Context: an optimization exercise on an open-source flow, tuned for small area and a short achievable clock period. The choices shown serve that exercise and are no tape-out recipe.
Where RTL was checked, it was by simulation tests only, not by an equivalence proof against the original.
Power figures rest on the tool's default switching activity, not on a simulated workload.

==> flow/design.v (excerpt) <==
module fp16_multiplier(
  input wire clk,
  input wire [15:0] a,
  input wire [15:0] b,
  output wire [15:0] out
);
  wire s0_s, s0_sticky;
  wire [5:0] s0_esum;
  wire [10:0] s0_ma;
  wire [12:1] s0_m3;
  wire [3:0] s0_d1, s0_d2, s0_d3, s0_d4;
  wire [2:0] s0_dn;
  fp16m_stage0 u_s0(.a(a), .b(b), .s(s0_s), .sticky(s0_sticky), .esum(s0_esum),
    .ma(s0_ma), .m3(s0_m3), .d1(s0_d1), .d2(s0_d2), .d3(s0_d3), .d4(s0_d4), .dn(s0_dn));
  reg r0_s, r0_sticky;
  reg [5:0] r0_esum;
  reg [10:0] ma;
  reg [12:1] m3;   
  reg [3:0] d1, d2, d3, d4;
  reg [2:0] dn;
  always @(posedge clk) begin
    r0_s <= s0_s; r0_esum <= s0_esum; r0_sticky <= s0_sticky;
    ma <= s0_ma; m3 <= s0_m3; d1 <= s0_d1; d2 <= s0_d2; d3 <= s0_d3; d4 <= s0_d4; dn <= s0_dn;
  end
  wire [21:8] s1_hx, s1_hy;
  wire [8:8] s1_pl;   
  fp16m_stage1 u_s1(.ma(ma), .m3({m3, ma[0]}), .d1(d1), .d2(d2), .d3(d3), .d4(d4), .dn(dn),
  ...
For scale: roughly 49 I/O pins.
export LEC_CHECK = 0
export CAP_MARGIN = 20
export CORE_MARGIN = 2
export CORE_UTILIZATION = 50
export CTS_BUF_LIST = sky130_fd_sc_hd__clkbuf_8
export CTS_CLUSTER_SIZE = 20
export SETUP_SLACK_MARGIN = 3.0
export SLEW_MARGIN = 20
export SYNTH_HIERARCHICAL = 1
create_clock -name core_clock -period 5.0 [get_ports {clk}]
standard.sh (not shown) runs the stock make flow with config.mk's settings and CLKGATE_MAP_FILE= SYNTH_SCRIPT=/design/flow/synth_recipe.tcl, a recipe that flattens the netlist after the stock synthesis.
==> flow/flow/run.sh <==
#!/bin/bash
# The standard layout (standard.sh), with these changes:
# - synthesis leaves full and half adders to ABC (ADDER_MAP_FILE empty: no extract_fa,
#   no fa/ha cells);
# - the port buffers are buf_1 cells instead of the delay buffers buffer_ports picks;
# - clock tree synthesis inserts no dummy loads.
set -euo pipefail
ADDER_MAP_FILE= bash standard.sh synth > synth.log 2>&1
export BUFFER_PORTS_ARGS="-buffer_cell sky130_fd_sc_hd__buf_1"
export CTS_ARGS="-sink_clustering_enable -repair_clock_nets -dont_use_dummy_load -buf_list sky130_fd_sc_hd__clkbuf_8 -sink_clustering_size 20"
bash standard.sh > layout.log 2>&1
The baseline ran to the end with no violations.
Then changed:
Settings changed: ABC_AREA set to 1, SETUP_SLACK_MARGIN 3.0 to 3.1, SYNTH_HIERARCHICAL 1 to not set.
Worst setup slack improved by 140 ps.
Clock power climbs by about 2%.
Design area climbs by 12%.
Core utilization climbs by 7.7 points.
Then changed:
Settings changed: SETUP_SLACK_MARGIN 3.1 to 3.0.
The new run went through all stages and came out clean.
Critical path depth grows by 8.
Power decreases by 2.9%.
Non-clock buffer count goes down by 19.
Final area fell by 4.5%.
Count of clock-buffer cells in the layout does not change.
Sequential power stays flat.
Worst hold slack barely changes.
Maximum frequency goes down by 3.6%.
Then changed:
--- a/flow/flow/run.sh
+++ b/flow/flow/run.sh
@@ -9,3 +9,3 @@
 export BUFFER_PORTS_ARGS="-buffer_cell sky130_fd_sc_hd__buf_1"
-export CTS_ARGS="-sink_clustering_enable -repair_clock_nets -dont_use_dummy_load -buf_list sky130_fd_sc_hd__clkbuf_8 -sink_clustering_size 20"
+export CTS_ARGS="-sink_clustering_enable -repair_clock_nets -dont_use_dummy_load -buf_list {sky130_fd_sc_hd__clkbuf_4 sky130_fd_sc_hd__clkbuf_8} -sink_clustering_size 20"
 bash standard.sh > layout.log 2>&1
Settings changed: ABC_AREA 1 to not set, CTS_BUF_LIST sky130_fd_sc_hd__clkbuf_8 to sky130_fd_sc_hd__clkbuf_4 sky130_fd_sc_hd__clkbuf_8, SYNTH_HIERARCHICAL set to 1.
Outcome: The new run finished with timing, DRC and antenna clean; via count drops by about 20%; non-clock buffer count drops by 13; clock power drops by about 3%; wire length drops by about 13%; setup slack loses 75 ps; sequential power climbs by 12%; die area climbs by 1.6%; cell count drops by about 28%; flip-flop and latch count is unchanged; design area drops by about 6%; clock-buffer cell count stays the same.
Then changed:
--- a/flow/flow/run.sh
+++ b/flow/flow/run.sh
@@ -9,3 +9,3 @@
 export BUFFER_PORTS_ARGS="-buffer_cell sky130_fd_sc_hd__buf_1"
-export CTS_ARGS="-sink_clustering_enable -repair_clock_nets -dont_use_dummy_load -buf_list {sky130_fd_sc_hd__clkbuf_4 sky130_fd_sc_hd__clkbuf_8} -sink_clustering_size 20"
+export CTS_ARGS="-sink_clustering_enable -repair_clock_nets -dont_use_dummy_load -buf_list sky130_fd_sc_hd__clkbuf_8 -sink_clustering_size 20"
 bash standard.sh > layout.log 2>&1
Settings changed: CORE_UTILIZATION 50 to 55, CTS_BUF_LIST sky130_fd_sc_hd__clkbuf_4 sky130_fd_sc_hd__clkbuf_8 to sky130_fd_sc_hd__clkbuf_8.
After rerunning:
- setup slack barely changes
- area after synthesis stays the same
- wire length fell slightly
- clock power hardly moves
Then changed:
Settings changed: CORE_UTILIZATION 55 to 50, TNS_END_PERCENT set to 25.
What happened:
- The changed run completed with no timing, DRC or antenna violations
- total power fell slightly
- wire length fell slightly
- worst hold slack is better by 18 ps

---

job 4437:
Another version of the RTL of fp16_multiplier (not shown whole).
For scale: roughly 970 cells after synthesis, roughly 140 flip-flops, ~49 I/O pins, ~8300 um2 of cells after synthesis.
==> flow/config.mk <==
export PLATFORM = sky130hd
export DESIGN_NAME = fp16_multiplier
export DESIGN_NICKNAME = fp16_multiplier
export VERILOG_FILES = /design/flow/design.v
export SDC_FILE = /design/flow/constraint.sdc
export NUM_CORES = 4
export LEC_CHECK = 0
export CAP_MARGIN = 20
export CORE_MARGIN = 2
export CORE_UTILIZATION = 40
export SETUP_SLACK_MARGIN = 2.5
export SLEW_MARGIN = 20
==> flow/constraint.sdc <==
create_clock -name core_clock -period 5.0 [get_ports {clk}]
set_input_delay 1.0000 -clock core_clock [delete_from_list [all_inputs] [get_ports {clk}]]
set_output_delay 1.0000 -clock core_clock [all_outputs]
set_load 0.01 [all_outputs]
==> flow/flow/run.sh <==
#!/bin/bash
# The standard layout (standard.sh), with two changes:
# - synthesis leaves full and half adders to ABC (ADDER_MAP_FILE empty: no extract_fa,
#   no fa/ha cells);
# - the port buffers are buf_2 cells instead of the delay buffers buffer_ports picks.
set -euo pipefail
ADDER_MAP_FILE= bash standard.sh synth > synth.log 2>&1
BUFFER_PORTS_ARGS="-buffer_cell sky130_fd_sc_hd__buf_2" bash standard.sh > layout.log 2>&1
For job 3646, these inputs were changed with respect to job 4437:
==> flow/flow/run.sh <==
#!/bin/bash
# The standard layout, except that synthesis leaves full and half adders to ABC
# (ADDER_MAP_FILE empty: no extract_fa, no fa/ha cells); everything else is standard.sh.
set -euo pipefail
ADDER_MAP_FILE= bash standard.sh synth > synth.log 2>&1
bash standard.sh > layout.log 2>&1
==> comparison <==
Job 4437 -> job 3646: final-layout setup total negative slack delta 0, exact match
Job 3646 — first-pass GRT wire length about 4.4% higher, job 4437 as reference
The sequential share of layout area number comes out higher for job 4437 vs job 3646.
| final cell count without fillers | job 3646 vs job 4437 | 0.47% lower |
The proportion of synthesized flip-flops having asynchronous set or reset of job 3646 and that of job 4437 are within noise of each other.
Cell internal power dissipation ends up lower on job 4437.
On xor and xnor fraction of the mapped netlist area, job 3646 and job 4437 are neck and neck.
[compare] base=job 4437 new=job 3646: HPWL after detailed placement now sits higher; core utilization of the finished layout now sits higher.
Diff job 4437 -> job 3646: clock power saw little to no change, total cell area at the placement stage saw an increase.
#### Input delta (job 5694 over job 3646)
- changing SETUP_SLACK_MARGIN from 2.5 to 3.0
==> flow/flow/run.sh <==
#!/bin/bash
# The standard layout (standard.sh), with two changes:
# - synthesis leaves full and half adders to ABC (ADDER_MAP_FILE empty: no extract_fa,
#   no fa/ha cells);
# - the port buffers are buf_2 cells instead of the delay buffers buffer_ports picks.
set -euo pipefail
ADDER_MAP_FILE= bash standard.sh synth > synth.log 2>&1
BUFFER_PORTS_ARGS="-buffer_cell sky130_fd_sc_hd__buf_2" bash standard.sh > layout.log 2>&1
## What came out
- Job 5694: PASS, flow complete, no timing, DRC or antenna violations
- The fraction of the cycle the final worst path needs reported for job 5694 is smaller than that of job 3646 by 0.94 points.
- Note that the post-route cell area recorded for job 3646 amounts to 0.827 times the value seen in job 5694.
- [job 5694] power rose 550 uW relative to job 3646
Function was not checked in any run of this note: the RTL went through the layout flow alone.

## what the ideal ports hide
How much do the figures lean on ideal ports? The routed layouts below were timed once more, with nothing changed but the port constraints.
Step 1 assumes that a clkbuf_16 drives the clock port and a buf_2 every other input.
Step 2 times the ports against the registers' clock, not the clock port: input delays grow and output delays shrink by t, the midpoint of the rising clock arrivals with the driver on.
a / b / c = ideal ports / drivers / drivers and shift; a / b = the first two.
run | shift t [ns] | setup WS [ns] | pins driven straight from the clock port
the first run of note 1 | 0.455 | 2.965 / 2.965 / 2.609 | 1
the second run of note 1 | 0.477 | 3.109 / 3.070 / 2.634 | 1
the third run of note 1 | 0.466 | 3.040 / 3.052 / 2.594 | 1
the fourth run of note 1 | 0.455 | 2.965 / 2.965 / 2.609 | 1
the fifth run of note 1 | 0.474 | 2.962 / 2.962 / 2.633 | 1
the sixth run of note 1 | 0.463 | 2.961 / 2.961 / 2.586 | 1
job 4437 | 0.462 | 2.572 / 2.572 / 2.347 | 1
job 3646 | 0.471 | 2.567 / 2.567 / 2.167 | 1
job 5694 | 0.483 | 2.615 / 2.615 / 2.539 | 1
After both steps setup and hold are still met in every run listed. For the second run of note 1, which loses most, drivers alone change the setup slack by -0.039 ns; drivers and shift together by -0.475 ns.
